Source: an optimization exercise on an open RTL-to-GDS flow (aim: small area, a short achievable clock period and few clock cycles per item). Production flows keep margins and buffers that such runs may drop. Only simulation tests tie the RTL to the original design; equivalence was not proved. Power is estimated from default activity; no workload was simulated.

File: design/flow/standard.sh
#!/bin/bash
# synth_recipe.tcl (not shown) runs the flow's synth.tcl, then flattens the netlist and writes it again
# the make line also repeats each setting of config.mk as NAME=value (left out here)
make -C /OpenROAD-flow-scripts/flow DESIGN_CONFIG=/design/flow/config.mk WORK_HOME=/design/flow/orfs CLKGATE_MAP_FILE= SYNTH_SCRIPT=/design/flow/synth_recipe.tcl "${@:-finish}"
File: design/flow/config.mk
export PLATFORM = sky130hd
export DESIGN_NAME = viterbi_decoder
export DESIGN_NICKNAME = viterbi_decoder
export VERILOG_FILES = /design/flow/design.v
export SDC_FILE = /design/flow/constraint.sdc
export NUM_CORES = 4
export LEC_CHECK = 0
export ABC_AREA = 1
export CAP_MARGIN = 20
export CORE_MARGIN = 2
export CORE_UTILIZATION = 60
export SLEW_MARGIN = 20
File: design/flow/constraint.sdc
create_clock -name core_clock -period 10.0 [get_ports {clk}]
set_input_delay 2.0000 -clock core_clock [delete_from_list [all_inputs] [get_ports {clk}]]
set_output_delay 2.0000 -clock core_clock [all_outputs]
set_load 0.01 [all_outputs]
File: design/flow/flow/run.sh
#!/bin/bash
# The standard layout (the standard.sh, unchanged synthesis), with the port
# buffers that buffer_ports inserts on every input and output made the
# minimum-size buffer instead of the delay buffer it picks by default.
set -uo pipefail
export BUFFER_PORTS_ARGS="-buffer_cell sky130_fd_sc_hd__buf_1"
bash standard.sh finish > standard_flow.log 2>&1
rc=$?
tail -n 40 standard_flow.log
exit $rc
File: design/flow/design.v
module viterbi_16bit (input [15:0] code_in, output [7:0] data_out);
  wire new_n25, new_n26, new_n27, new_n28, new_n29, new_n30, new_n31,
    new_n32, new_n33, new_n34, new_n35, new_n36, new_n37, new_n38, new_n39,
    new_n40, new_n41, new_n42, new_n43, new_n44, new_n45, new_n46, new_n47,
    new_n48, new_n49, new_n50, new_n51, new_n52, new_n53, new_n54, new_n55,
    new_n56, new_n57, new_n58, new_n59, new_n60, new_n61, new_n62, new_n63,
    new_n64, new_n65, new_n66, new_n67, new_n68, new_n69, new_n70, new_n71,
    new_n72, new_n73, new_n74, new_n75, new_n76, new_n77, new_n78, new_n79,
    new_n80, new_n81, new_n82, new_n83, new_n84, new_n85, new_n86, new_n87,
    new_n88, new_n89, new_n90, new_n91, new_n92, new_n93, new_n94, new_n95,
    new_n96, new_n97, new_n98, new_n99, new_n100, new_n101, new_n102,
    new_n103, new_n104, new_n105, new_n106, new_n107, new_n108, new_n109,
    new_n110, new_n111, new_n112, new_n113, new_n114, new_n115, new_n116,
    new_n117, new_n118, new_n119, new_n120, new_n121, new_n122, new_n123,
    new_n124, new_n125, new_n126, new_n127, new_n128, new_n129, new_n130,
    new_n131, new_n132, new_n133, new_n134, new_n135, new_n136, new_n137,
    new_n138, new_n139, new_n140, new_n141, new_n142, new_n143, new_n144,
    new_n145, new_n146, new_n147, new_n148, new_n149, new_n150, new_n151,
    new_n152, new_n153, new_n154, new_n155, new_n156, new_n157, new_n158,
    new_n159, new_n160, new_n161, new_n162, new_n163, new_n164, new_n165,
    new_n166, new_n168, new_n169, new_n170, new_n171, new_n173, new_n174,
    new_n175, new_n176, new_n177, new_n178, new_n180, new_n181, new_n182,
    new_n183, new_n184, new_n185, new_n186, new_n187, new_n188, new_n189,
    new_n190, new_n191, new_n193, new_n194, new_n195, new_n196, new_n197,
    new_n198, new_n199, new_n200, new_n201, new_n202, new_n203, new_n204,
    new_n205, new_n206, new_n207, new_n209, new_n210, new_n211, new_n212,
    new_n213, new_n214, new_n215, new_n216, new_n217, new_n218, new_n219,
    new_n220, new_n221, new_n222, new_n223, new_n224, new_n225, new_n226,
    new_n227, new_n228, new_n229, new_n230, new_n231, new_n232, new_n233,
    new_n234, new_n235, new_n236, new_n237, new_n238, new_n239, new_n240,
    new_n242, new_n243, new_n244, new_n245, new_n246, new_n247, new_n248,
    new_n249, new_n250, new_n251, new_n252, new_n253, new_n254, new_n255,
    new_n257, new_n258, new_n259;
  assign new_n25 = code_in[0] & code_in[1];
  assign new_n26 = ~code_in[0] & ~code_in[1];
  assign new_n27 = ~new_n25 & ~new_n26;
  assign new_n28 = code_in[4] & ~code_in[5];
  assign new_n29 = ~code_in[4] & code_in[5];
  assign new_n30 = ~new_n28 & ~new_n29;
  assign new_n31 = code_in[2] & ~new_n26;
  assign new_n32 = ~code_in[2] & ~new_n25;
  assign new_n33 = ~new_n31 & ~new_n32;
  assign new_n34 = ~new_n27 & ~new_n33;
  assign new_n35 = ~new_n30 & ~new_n34;
  assign new_n36 = new_n30 & ~new_n33;
  assign new_n37 = ~new_n35 & ~new_n36;
  assign new_n38 = ~new_n27 & ~new_n37;
  assign new_n39 = code_in[2] & ~code_in[4];
  assign new_n40 = ~code_in[2] & code_in[4];
  assign new_n41 = ~new_n39 & ~new_n40;
  assign new_n42 = code_in[6] & ~code_in[7];
  assign new_n43 = ~code_in[6] & code_in[7];
  assign new_n44 = ~new_n42 & ~new_n43;
  assign new_n45 = ~new_n41 & new_n44;
  assign new_n46 = new_n41 & ~new_n44;
  assign new_n47 = ~new_n45 & ~new_n46;
  assign new_n48 = ~new_n27 & new_n47;
  assign new_n49 = code_in[3] & ~new_n48;
  assign new_n50 = new_n33 & new_n47;
  assign new_n51 = ~new_n49 & ~new_n50;
  assign new_n52 = ~code_in[7] & new_n51;
  assign new_n53 = code_in[7] & ~new_n51;
  assign new_n54 = ~new_n52 & ~new_n53;
  assign new_n55 = code_in[8] & ~code_in[9];
  assign new_n56 = ~code_in[8] & code_in[9];
  assign new_n57 = ~new_n55 & ~new_n56;
  assign new_n58 = new_n54 & new_n57;
  assign new_n59 = ~new_n54 & ~new_n57;
  assign new_n60 = ~new_n58 & ~new_n59;
  assign new_n61 = ~new_n37 & new_n41;
  assign new_n62 = new_n37 & ~new_n41;
  assign new_n63 = ~new_n61 & ~new_n62;
  assign new_n64 = code_in[3] & ~new_n30;
  assign new_n65 = ~code_in[3] & new_n30;
  assign new_n66 = ~new_n64 & ~new_n65;
  assign new_n67 = ~new_n38 & new_n66;
  assign new_n68 = ~new_n63 & ~new_n67;
  assign new_n69 = new_n38 & ~new_n66;
  assign new_n70 = new_n44 & ~new_n69;
  assign new_n71 = ~new_n68 & ~new_n70;
  assign new_n72 = ~new_n60 & ~new_n71;
  assign new_n73 = code_in[12] & ~code_in[13];
  assign new_n74 = ~code_in[12] & code_in[13];
  assign new_n75 = ~new_n73 & ~new_n74;
  assign new_n76 = ~code_in[11] & ~new_n75;
  assign new_n77 = code_in[11] & new_n75;
  assign new_n78 = ~new_n76 & ~new_n77;
  assign new_n79 = code_in[10] & ~code_in[11];
  assign new_n80 = ~code_in[10] & code_in[11];
  assign new_n81 = ~new_n79 & ~new_n80;
  assign new_n82 = new_n60 & new_n71;
  assign new_n83 = ~new_n60 & new_n63;
  assign new_n84 = ~new_n82 & ~new_n83;
  assign new_n85 = code_in[9] & new_n84;
  assign new_n86 = ~code_in[9] & ~new_n84;
  assign new_n87 = ~new_n85 & ~new_n86;
  assign new_n88 = ~new_n81 & new_n87;
  assign new_n89 = new_n81 & ~new_n87;
  assign new_n90 = ~new_n88 & ~new_n89;
  assign new_n91 = new_n47 & ~new_n66;
  assign new_n92 = ~new_n90 & ~new_n91;
  assign new_n93 = ~new_n37 & new_n91;
  assign new_n94 = ~new_n92 & ~new_n93;
  assign new_n95 = new_n54 & ~new_n94;
  assign new_n96 = ~new_n57 & new_n94;
  assign new_n97 = ~new_n95 & ~new_n96;
  assign new_n98 = new_n78 & new_n97;
  assign new_n99 = ~new_n78 & ~new_n97;
  assign new_n100 = ~new_n98 & ~new_n99;
  assign new_n101 = new_n37 & new_n91;
  assign new_n102 = ~new_n47 & new_n66;
  assign new_n103 = ~new_n91 & ~new_n102;
  assign new_n104 = ~new_n38 & ~new_n103;
  assign new_n105 = ~new_n37 & ~new_n104;
  assign new_n106 = ~new_n48 & new_n105;
  assign new_n107 = ~new_n60 & new_n106;
  assign new_n108 = ~new_n47 & new_n69;
  assign new_n109 = ~new_n67 & ~new_n108;
  assign new_n110 = new_n106 & new_n109;
  assign new_n111 = new_n60 & ~new_n110;
  assign new_n112 = ~new_n107 & ~new_n111;
  assign new_n113 = ~new_n101 & ~new_n112;
  assign new_n114 = new_n90 & new_n113;
  assign new_n115 = ~new_n100 & new_n114;
  assign new_n116 = code_in[15] & ~new_n75;
  assign new_n117 = ~code_in[15] & new_n75;
  assign new_n118 = ~new_n116 & ~new_n117;
  assign new_n119 = ~new_n90 & ~new_n104;
  assign new_n120 = ~new_n113 & ~new_n119;
  assign new_n121 = ~new_n91 & ~new_n106;
  assign new_n122 = new_n120 & new_n121;
  assign new_n123 = ~new_n90 & new_n113;
  assign new_n124 = ~new_n122 & ~new_n123;
  assign new_n125 = new_n100 & new_n124;
  assign new_n126 = code_in[13] & ~new_n81;
  assign new_n127 = ~code_in[13] & new_n81;
  assign new_n128 = ~new_n126 & ~new_n127;
  assign new_n129 = new_n123 & ~new_n128;
  assign new_n130 = ~new_n60 & new_n69;
  assign new_n131 = new_n106 & ~new_n130;
  assign new_n132 = ~new_n100 & ~new_n109;
  assign new_n133 = new_n123 & ~new_n132;
  assign new_n134 = ~new_n131 & new_n133;
  assign new_n135 = new_n128 & ~new_n134;
  assign new_n136 = ~new_n129 & ~new_n135;
  assign new_n137 = ~new_n125 & new_n136;
  assign new_n138 = ~new_n115 & ~new_n122;
  assign new_n139 = ~new_n134 & new_n138;
  assign new_n140 = code_in[14] & ~code_in[15];
  assign new_n141 = ~code_in[14] & code_in[15];
  assign new_n142 = ~new_n140 & ~new_n141;
  assign new_n143 = ~new_n139 & new_n142;
  assign new_n144 = ~new_n125 & ~new_n143;
  assign new_n145 = ~new_n137 & ~new_n144;
  assign new_n146 = new_n118 & new_n145;
  assign new_n147 = new_n90 & ~new_n106;
  assign new_n148 = code_in[13] & new_n142;
  assign new_n149 = ~code_in[13] & ~new_n142;
  assign new_n150 = ~new_n148 & ~new_n149;
  assign new_n151 = new_n87 & ~new_n150;
  assign new_n152 = ~new_n87 & new_n150;
  assign new_n153 = ~new_n151 & ~new_n152;
  assign new_n154 = ~new_n147 & new_n153;
  assign new_n155 = new_n100 & ~new_n154;
  assign new_n156 = ~new_n120 & new_n155;
  assign new_n157 = ~new_n92 & new_n156;
  assign new_n158 = new_n145 & new_n157;
  assign new_n159 = ~new_n146 & ~new_n158;
  assign new_n160 = ~new_n115 & ~new_n159;
  assign new_n161 = new_n87 & new_n113;
  assign new_n162 = new_n109 & new_n113;
  assign new_n163 = new_n81 & ~new_n162;
  assign new_n164 = ~new_n161 & ~new_n163;
  assign new_n165 = new_n160 & new_n164;
  assign new_n166 = ~new_n115 & new_n142;
  assign data_out[6] = ~new_n137 & ~new_n166;
  assign new_n168 = code_in[13] & data_out[6];
  assign new_n169 = ~code_in[13] & ~data_out[6];
  assign new_n170 = ~new_n168 & ~new_n169;
  assign new_n171 = ~new_n160 & new_n170;
  assign data_out[4] = new_n165 | new_n171;
  assign new_n173 = code_in[10] & ~data_out[4];
  assign new_n174 = ~code_in[10] & data_out[4];
  assign new_n175 = ~new_n173 & ~new_n174;
  assign new_n176 = ~code_in[11] & new_n175;
  assign new_n177 = new_n75 & new_n160;
  assign new_n178 = ~new_n75 & ~new_n160;
  assign data_out[5] = new_n177 | new_n178;
  assign new_n180 = new_n176 & data_out[5];
  assign new_n181 = code_in[11] & ~new_n175;
  assign new_n182 = ~data_out[5] & new_n181;
  assign new_n183 = ~new_n180 & ~new_n182;
  assign new_n184 = new_n90 & new_n103;
  assign new_n185 = ~new_n93 & ~new_n184;
  assign new_n186 = new_n57 & new_n185;
  assign new_n187 = ~new_n121 & new_n185;
  assign new_n188 = ~new_n54 & ~new_n187;
  assign new_n189 = ~new_n186 & ~new_n188;
  assign new_n190 = ~new_n181 & new_n189;
  assign new_n191 = ~new_n176 & new_n190;
  assign data_out[3] = ~new_n183 | new_n191;
  assign new_n193 = new_n57 & ~data_out[3];
  assign new_n194 = ~new_n57 & data_out[3];
  assign new_n195 = ~new_n193 & ~new_n194;
  assign new_n196 = ~new_n72 & new_n195;
  assign new_n197 = ~new_n60 & new_n196;
  assign new_n198 = new_n68 & new_n134;
  assign new_n199 = code_in[9] & data_out[4];
  assign new_n200 = ~code_in[9] & ~data_out[4];
  assign new_n201 = ~new_n199 & ~new_n200;
  assign new_n202 = ~new_n195 & new_n201;
  assign new_n203 = ~new_n198 & new_n202;
  assign new_n204 = ~new_n197 & ~new_n203;
  assign new_n205 = ~new_n91 & ~new_n196;
  assign new_n206 = new_n63 & ~new_n104;
  assign new_n207 = ~new_n205 & new_n206;
  assign data_out[2] = ~new_n204 | new_n207;
  assign new_n209 = ~code_in[6] & ~data_out[3];
  assign new_n210 = code_in[6] & data_out[3];
  assign new_n211 = ~new_n209 & ~new_n210;
  assign new_n212 = data_out[2] & ~new_n211;
  assign new_n213 = new_n44 & new_n211;
  assign new_n214 = ~new_n212 & ~new_n213;
  assign new_n215 = code_in[1] & ~code_in[5];
  assign new_n216 = ~code_in[2] & new_n215;
  assign new_n217 = ~code_in[1] & code_in[5];
  assign new_n218 = code_in[2] & new_n217;
  assign new_n219 = ~new_n216 & ~new_n218;
  assign new_n220 = ~new_n104 & ~new_n219;
  assign new_n221 = ~code_in[3] & new_n44;
  assign new_n222 = new_n30 & new_n63;
  assign new_n223 = ~code_in[4] & ~new_n25;
  assign new_n224 = code_in[4] & ~new_n26;
  assign new_n225 = ~new_n223 & ~new_n224;
  assign new_n226 = ~new_n222 & ~new_n225;
  assign new_n227 = ~new_n221 & new_n226;
  assign new_n228 = ~new_n220 & ~new_n227;
  assign new_n229 = ~new_n214 & ~new_n228;
  assign new_n230 = code_in[3] & ~new_n44;
  assign new_n231 = ~new_n213 & ~new_n230;
  assign new_n232 = ~new_n34 & ~new_n36;
  assign new_n233 = new_n41 & ~new_n232;
  assign new_n234 = ~new_n231 & ~new_n233;
  assign new_n235 = ~new_n221 & new_n225;
  assign new_n236 = new_n61 & new_n235;
  assign new_n237 = ~new_n234 & ~new_n236;
  assign new_n238 = data_out[2] & new_n211;
  assign new_n239 = ~new_n220 & new_n238;
  assign new_n240 = ~new_n237 & ~new_n239;
  assign data_out[1] = new_n229 | new_n240;
  assign new_n242 = ~new_n38 & data_out[1];
  assign new_n243 = ~code_in[5] & ~data_out[2];
  assign new_n244 = code_in[5] & data_out[2];
  assign new_n245 = ~new_n243 & ~new_n244;
  assign new_n246 = ~new_n30 & new_n245;
  assign new_n247 = ~code_in[2] & new_n30;
  assign new_n248 = ~new_n246 & ~new_n247;
  assign new_n249 = new_n242 & ~new_n248;
  assign new_n250 = new_n30 & ~new_n34;
  assign new_n251 = ~new_n25 & ~new_n31;
  assign new_n252 = ~new_n250 & new_n251;
  assign new_n253 = ~new_n245 & new_n250;
  assign new_n254 = ~new_n252 & ~new_n253;
  assign new_n255 = ~new_n242 & new_n254;
  assign data_out[0] = new_n249 | new_n255;
  assign new_n257 = new_n136 & ~new_n142;
  assign new_n258 = new_n118 & ~new_n257;
  assign new_n259 = ~new_n158 & ~new_n258;
  assign data_out[7] = ~new_n146 & ~new_n259;
endmodule
module viterbi_decoder(
    input clk, reset, start,
    input [383:0] code_in,
    output reg [191:0] data_out,
    output reg done
);
    wire [191:0] dec;
    genvar i;
    generate
        for (i = 0; i < 24; i = i + 1) begin : decoder
            viterbi_16bit decoder (
                .code_in(code_in[16*i +: 16]),
                .data_out(dec[8*i +: 8])
            );
        end
    endgenerate
    always @(posedge clk or negedge reset)
        if (!reset) done <= 1'b0;
        else        done <= start;
    always @(posedge clk)
        data_out <= dec;
endmodule
==> results of run 1 <==
critical path: cells and delay by family:
| kind | cells | cell delay [ps] |
|---|---|---|
| AOI/OAI and AO/OA | 2 | 220 |
| buffers and inverters | 6 | 570 |
| and+or+nand+nor | 34 | 3150 |
| adders and majority gates | 2 | 620 |
how the worst max path moves through the flow:
stage | startpoint | to | slack [ps] | depth (start not counted)
after floorplan | code_in[144] | data_out[72]$_DFF_P_ | 4100 | 42
final | code_in[145] | data_out[72]$_DFF_P_ | 3870 | 44
after CTS | code_in[145] | data_out[72]$_DFF_P_ | 3900 | 44
after global routing | code_in[209] | data_out[104]$_DFF_P_ | 3260 | 44
after detailed placement | code_in[145] | data_out[72]$_DFF_P_ | 3390 | 44
after global placement | code_in[145] | data_out[72]$_DFF_P_ | 3460 | 44
cell usage in the layout (no fill, tap or decap), types with 5 or more instances in the layout:
master	count
nor2_1	204
clkinv_1	5
and2_2	14
ha_1	96
diode_2	35
nand3_2	88
a21oi_1	94
nand2_2	315
or2_1	20
a21oi_2	6
o2111ai_1	30
nand4_1	26
nand2_4	11
nand3b_1	13
xnor2_1	129
o211ai_2	10
o221ai_1	7
o21bai_1	24
o21ai_1	11
clkinv_2	8
buf_1	579
o22ai_1	42
nand2_1	1909
xor2_1	124
inv_2	103
nor2_2	24
nand3_1	904
or2_2	40
and2_1	19
inv_1	758
o21ai_0	210
and2_4	12
a22o_1	22
o2111ai_2	5
dfxtp_1	192
clkbuf_16	17
o211ai_1	68
xor2_2	9
per-stage QoR:
step | hold WS (ps) | cells | setup slack (ps)
4_1_cts | 1200 | 6859 | 3900
3_5_place_dp | 1770 | 6827 | 3390
5_1_grt | 1220 | 6880 | 3260
2_1_floorplan | 1700 | 5573 | 4100
3_3_place_gp | 1760 | 6827 | 3460
6_report | 1220 | 6894 | 3870
power groups by stage:
stage	registers, mW	logic, mW	clock network [mW]
final	1.29	4.72	0.729
after global routing	1.31	5.33	0.764
after CTS	1.29	4.68	0.743
after detailed placement	1.30	4.65	0
after global placement	1.30	4.61	0
after floorplan	1.47	3.35	0
routing by layer:
metal | up-vias | track usage (%)
li1 | 19200 | -
met1 | 16200 | 40.6
met2 | 1210 | 54.7
met3 | 247 | 8.72
met4 | 22 | 17.0
met5 | - | 0
logic make-up (layout without fill, tap and decap cells):
group                      Yosys count  after routing  synth area share, %
other                                0             35                    0
xor gates and xnor gates           264            264                 7.77
adders and majority gates           96             96                 3.90
DFF                                193            193                 12.6
and+or+nand+nor                   3605           3605                 53.8
buffers and inverters              877           1483                 10.7
AOI/OAI and AO/OA                  538            538                 11.2
state kept, by name, indices dropped and copies added (netlist names):
| name | flops |
|---|---|
| data_out | 192 |
| done | 1 |
area by class of cell:
type	instances	share of cell area, %
Tap cell	680	2.47
Inverter	872	9.51
Antenna cell	35	0.254
Clock inverter	11	0.308
Sequential cell	193	11.2
Timing Repair Buffer	579	6.30
Multi-Input combinational cell	4503	68.6
Clock buffer	21	1.36
==> results.tsv, run 1 <==
metric	value	unit
rsz0062_at_grt	false	
ctsResizeCount	0	
drv_slew	0	
clkTransAtPathRegs	80	ps
grt_pass1_vias	32500	
synth.distinct_cells	48	
finalWirelength	92400	um
port_buffers	579	
met1_length	39200	um
hold_viol	0	
grt_usage	33.5	%
multi_input_area	23600	um^2
finalNetCount	6649	
fillerInstances	5052	
vias	36800	
cpPeakStageDelay	340	ps
cp_max_fo	6	
postPlaceCellArea	33800	um^2
seq_area	3870	um^2
worst_pin_slew	635	ps
yosys-top-cells-area	nand2_1 (23%), nand3_1 (15%), dfxtp_1 (12%)	
synth_area_per_cell	5.53	um^2
ys.flop_type	dfxtp_1	
drt_first_pass_iters	8	
initial_core_util	60.3	%
hold_buffers	0	
yosysWarnings	1	
fmaxAchievable	163	MHz
syn_to_final_growth	11.9	%
cp.required	10420	ps
wl_per_cell	13.4	um
root_buffer	clkbuf_16	
final_cell_area	34500	um^2
ys_seq_area_share	12.6	%
drt-initial-drc-count	2224	
cap_violations	0	
finalCriticalPeriod	6130	ps
htreeDepth	4	
post_cts_buffers	0	
yosysMostFrequentCell	nand2_1	
met2_length	40800	um
die_h	231	um
cp.arrival	6550	ps
dieArea	53200	um^2
ys_ff_latch	193	
grt_pass1_wl	150000	um
cts_tree	yes	
coreArea	51100	um^2
switchingPower	3.63	mW
utilization	67.5	%
swShare	53.9	%
drc	0	
ys_async_sr_fraction	0.518	%
synthTopCellsByCount	nand2_1 (1909), nand3_1 (904), inv_1 (758), nand2_2 (315), o21ai_0 (210)	
slowest_stage	ha_1	
io_pins	580	
antenna_found_initial	40	
yosys.area.top_type_share	23.2	%
cp_common_cell	nand2_2	
p_int	3.11	mW
finalSetupViolations	0	
power.density	196	nW/um^2
top_layer	met5	
clock_path_buffers	2	
dp_hpwl	78600	um
crit_path_end_kind	flip-flop	
start_kind	primary input	
fp-row-count	83	
ant_nets	0	
tns	0	ps
tritoncts.num_buffers	17	
peakVddDrop	162	uV
pwr-share-seq	19.2	%
synth_edf_count	0	
synth_top_cell_by_area	nand2_1	
max-slew-margin-rel	57.4	%
grt_overflow	0	
synth.cell_area	30800	um^2
crit_type	primary input to flip-flop	
gp_congestion	1.00	
hold_class	primary input to async pin	
combPwrFrac	70.0	%
power.total	6.74	mW
drive_above_1_share	11.2	%
status	timing/DRC/antenna clean	
period_share	61.3	%
synth_fp_nets	6056	
synthCells	5573	
routed-wl-met3	7770	um
grt_max_degree	17	
fp.dieW	231	um
cts.sinks	193	
vias_per_cell	5.34	
pwr-share-clk	10.8	%
leakagePower	19.2	nW
Testbench counts, summed over its fixed seeds: cycles 384, items 384.
==> inputs of run 2 (changes only) <==
--- a/design/flow/config.mk
+++ b/design/flow/config.mk
@@ -10,3 +10,4 @@
 export CORE_MARGIN = 2
-export CORE_UTILIZATION = 60
+export CORE_UTILIZATION = 75
+export CTS_BUF_LIST = sky130_fd_sc_hd__clkbuf_4 sky130_fd_sc_hd__clkbuf_8
 export SLEW_MARGIN = 20
==> results.tsv, run 2 <==
metric	value	unit
drt-initial-drc-count	4123	
synth.cell_area	30800	um^2
start_kind	primary input	
cts_tree	yes	
crit_type	primary input to flip-flop	
clock_path_buffers	2	
vias_per_cell	5.79	
grt_pass1_vias	34800	
htreeDepth	4	
ys_ff_latch	193	
grt_overflow	0	
port_buffers	579	
clkTransAtPathRegs	120	ps
coreArea	40700	um^2
top_register	data_out	
finalCriticalPeriod	6250	ps
dieArea	42700	um^2
ant_nets	0	
peakVddDrop	170	uV
cp.required	10540	ps
tns	0	ps
grt_pass1_wl	155000	um
final_common_cell	nand2_1	
place_ws	3330	ps
status	timing/DRC/antenna clean	
largest_reg_flops	192	
power.total	6.73	mW
vias	39100	
rsz0062_at_grt	false	
yosysWarnings	1	
antenna_found_initial	36	
hold_viol	0	
worst_pin_slew	658	ps
seq_area	3870	um^2
period_share	62.5	%
grt_max_degree	17	
utilization	83.8	%
layout_common_cells	nand2_1 (1909), nand3_1 (904), inv_1 (758), buf_1 (579), nand2_2 (315)	
tritoncts.num_buffers	17	
cpPeakStageDelay	340	ps
grt_usage	43.7	%
finalNetCount	6649	
hold_buffers	0	
finalWirelength	97500	um
leakagePower	19.1	nW
drt_first_pass_iters	9	
cap_violations	0	
yosys.area.top_type_share	23.2	%
cp_common_cell	nand2_1	
initial_core_util	75.7	%
fmaxAchievable	160	MHz
cp.arrival	6790	ps
yosysMostFrequentCell	nand2_1	
yosys-top-cells-area	nand2_1 (23%), nand3_1 (15%), dfxtp_1 (12%)	
holdWs	1090	ps
syn_to_final_growth	10.7	%
synth_top_cell_by_area	nand2_1	
crit_path_end_kind	flip-flop	
fp-row-count	74	
gp_congestion	1.07	
drv_slew	0	
drc	0	
hold_class	primary input to async pin	
root_buffer	clkbuf_8	
ys.flop_type	dfxtp_1	
synthTopCellsByCount	nand2_1 (1909), nand3_1 (904), inv_1 (758), nand2_2 (315), o21ai_0 (210)	
worst_slack	3750	ps
drive_above_1_share	11.2	%
cp_max_fo	6	
synth.distinct_cells	48	
dp_hpwl	80100	um
reg.largest.list	data_out (192), done (1)	
cts.sinks	193	
ys_seq_area_share	12.6	%
power.density	197	nW/um^2
ctsResizeCount	0	
post_cts_buffers	0	
synth_fp_nets	6056	
io_pins	580	
max-slew-margin-rel	55.8	%
synthCells	5573	
die_h	207	um
finalSetupViolations	0	
wl_per_cell	14.4	um
synth_edf_count	0	
multi_input_area	23600	um^2
synth_area_per_cell	5.53	um^2
slowest_stage	ha_1	
ys_async_sr_fraction	0.518	%
fillerInstances	3077	
fp.dieW	207	um
## run 2: cell counts after synthesis
No cell type changed its count.
## run 2: logic make-up (layout without fill, tap and decap cells)
kind of cell	Yosys count	count (layout)	share of synthesized area, %
other	0	40	0
AND/OR/NAND/NOR	3605	3605	53.8
buffers and inverters	877	1482	10.7
AO/OA/AOI/OAI	538	538	11.2
XOR/XNOR	264	264	7.77
adder cells (fa/ha/maj)	96	96	3.90
flip-flops	193	193	12.6
## run 2: layout make-up
class | count | share of cell area [%]
clock inverters | 12 | 0.389
clock buffers | 19 | 0.748
diodes | 40 | 0.293
inverters | 872 | 9.61
flip-flops and latches | 193 | 11.3
well taps | 532 | 1.95
repair buffers | 579 | 6.37
multi-input cells | 4503 | 69.3
## run 2: power breakdown
group / total [mW] / internal (mW) / switching [mW] / leakage, nW
Combinational: 4.83 / 1.59 / 3.24 / 17.3
Sequential: 1.31 / 1.16 / 0.158 / 1.63
Clock: 0.588 / 0.231 / 0.358 / 0.192
## run 2: routing by layer
layer  global-route usage [%]  routed length (um)
met5                        0                 101
met1                     48.1               36200
met4                     30.2                6620
met2                     71.1               43700
met3                     15.0               10900
## run 2: metrics by stage
stage	instances	area, um^2
final	6750	34100
after floorplan	5573	30800
after global placement	6679	33600
after global routing	6737	34100
after CTS	6710	34000
after detailed placement	6679	33600
## run 2: critical path, delay by kind of cell
family	cells	cell delay, ps
and+or+nand+nor	36	3380
AOI/OAI and AO/OA	1	200
adders and majority gates	2	640
buffers and inverters	5	560
## run 2: final timing paths
path                               from  depth (start not counted)               endpoint
worst max-delay path       code_in[336]                         44  data_out[168]$_DFF_P_
worst min-delay path              reset                          1         done$_DFF_PN0_
max in group asynchronous         reset                          1         done$_DFF_PN0_
min in group core_clock           start                          1         done$_DFF_PN0_

==> re-timing with driven ports <==
The flow's constraints put no driver on any port. The routed layouts listed below were extracted and timed again, unchanged, in two steps.
Step 1 (the two cells are an assumption about what drives the block):
set clk [get_ports {clk}]
set_driving_cell -lib_cell sky130_fd_sc_hd__clkbuf_16 $clk
set_driving_cell -lib_cell sky130_fd_sc_hd__buf_2 [delete_from_list [all_inputs] $clk]
Step 2 moves the port delays by t, midway between the first and last clock arrival at a register: inputs arrive t later, outputs are due t later. That takes back most of the time a late clock gives input paths.
Three values: ideal, step 1, step 2; two values: the first two.
| run | t, ns | setup slack, ns | worst slew at a driven data input, ns |
|---|---|---|---|
| run 1 | 0.579 | 3.869 / 3.877 / 3.298 | 0.13 |
| run 2 | 0.698 | 3.746 / 3.782 / 3.084 | 0.16 |
After both steps every run listed still meets setup and hold. The setup slack of run 2, which loses most, moves by +0.036 ns with the drivers and by -0.662 ns with both steps.
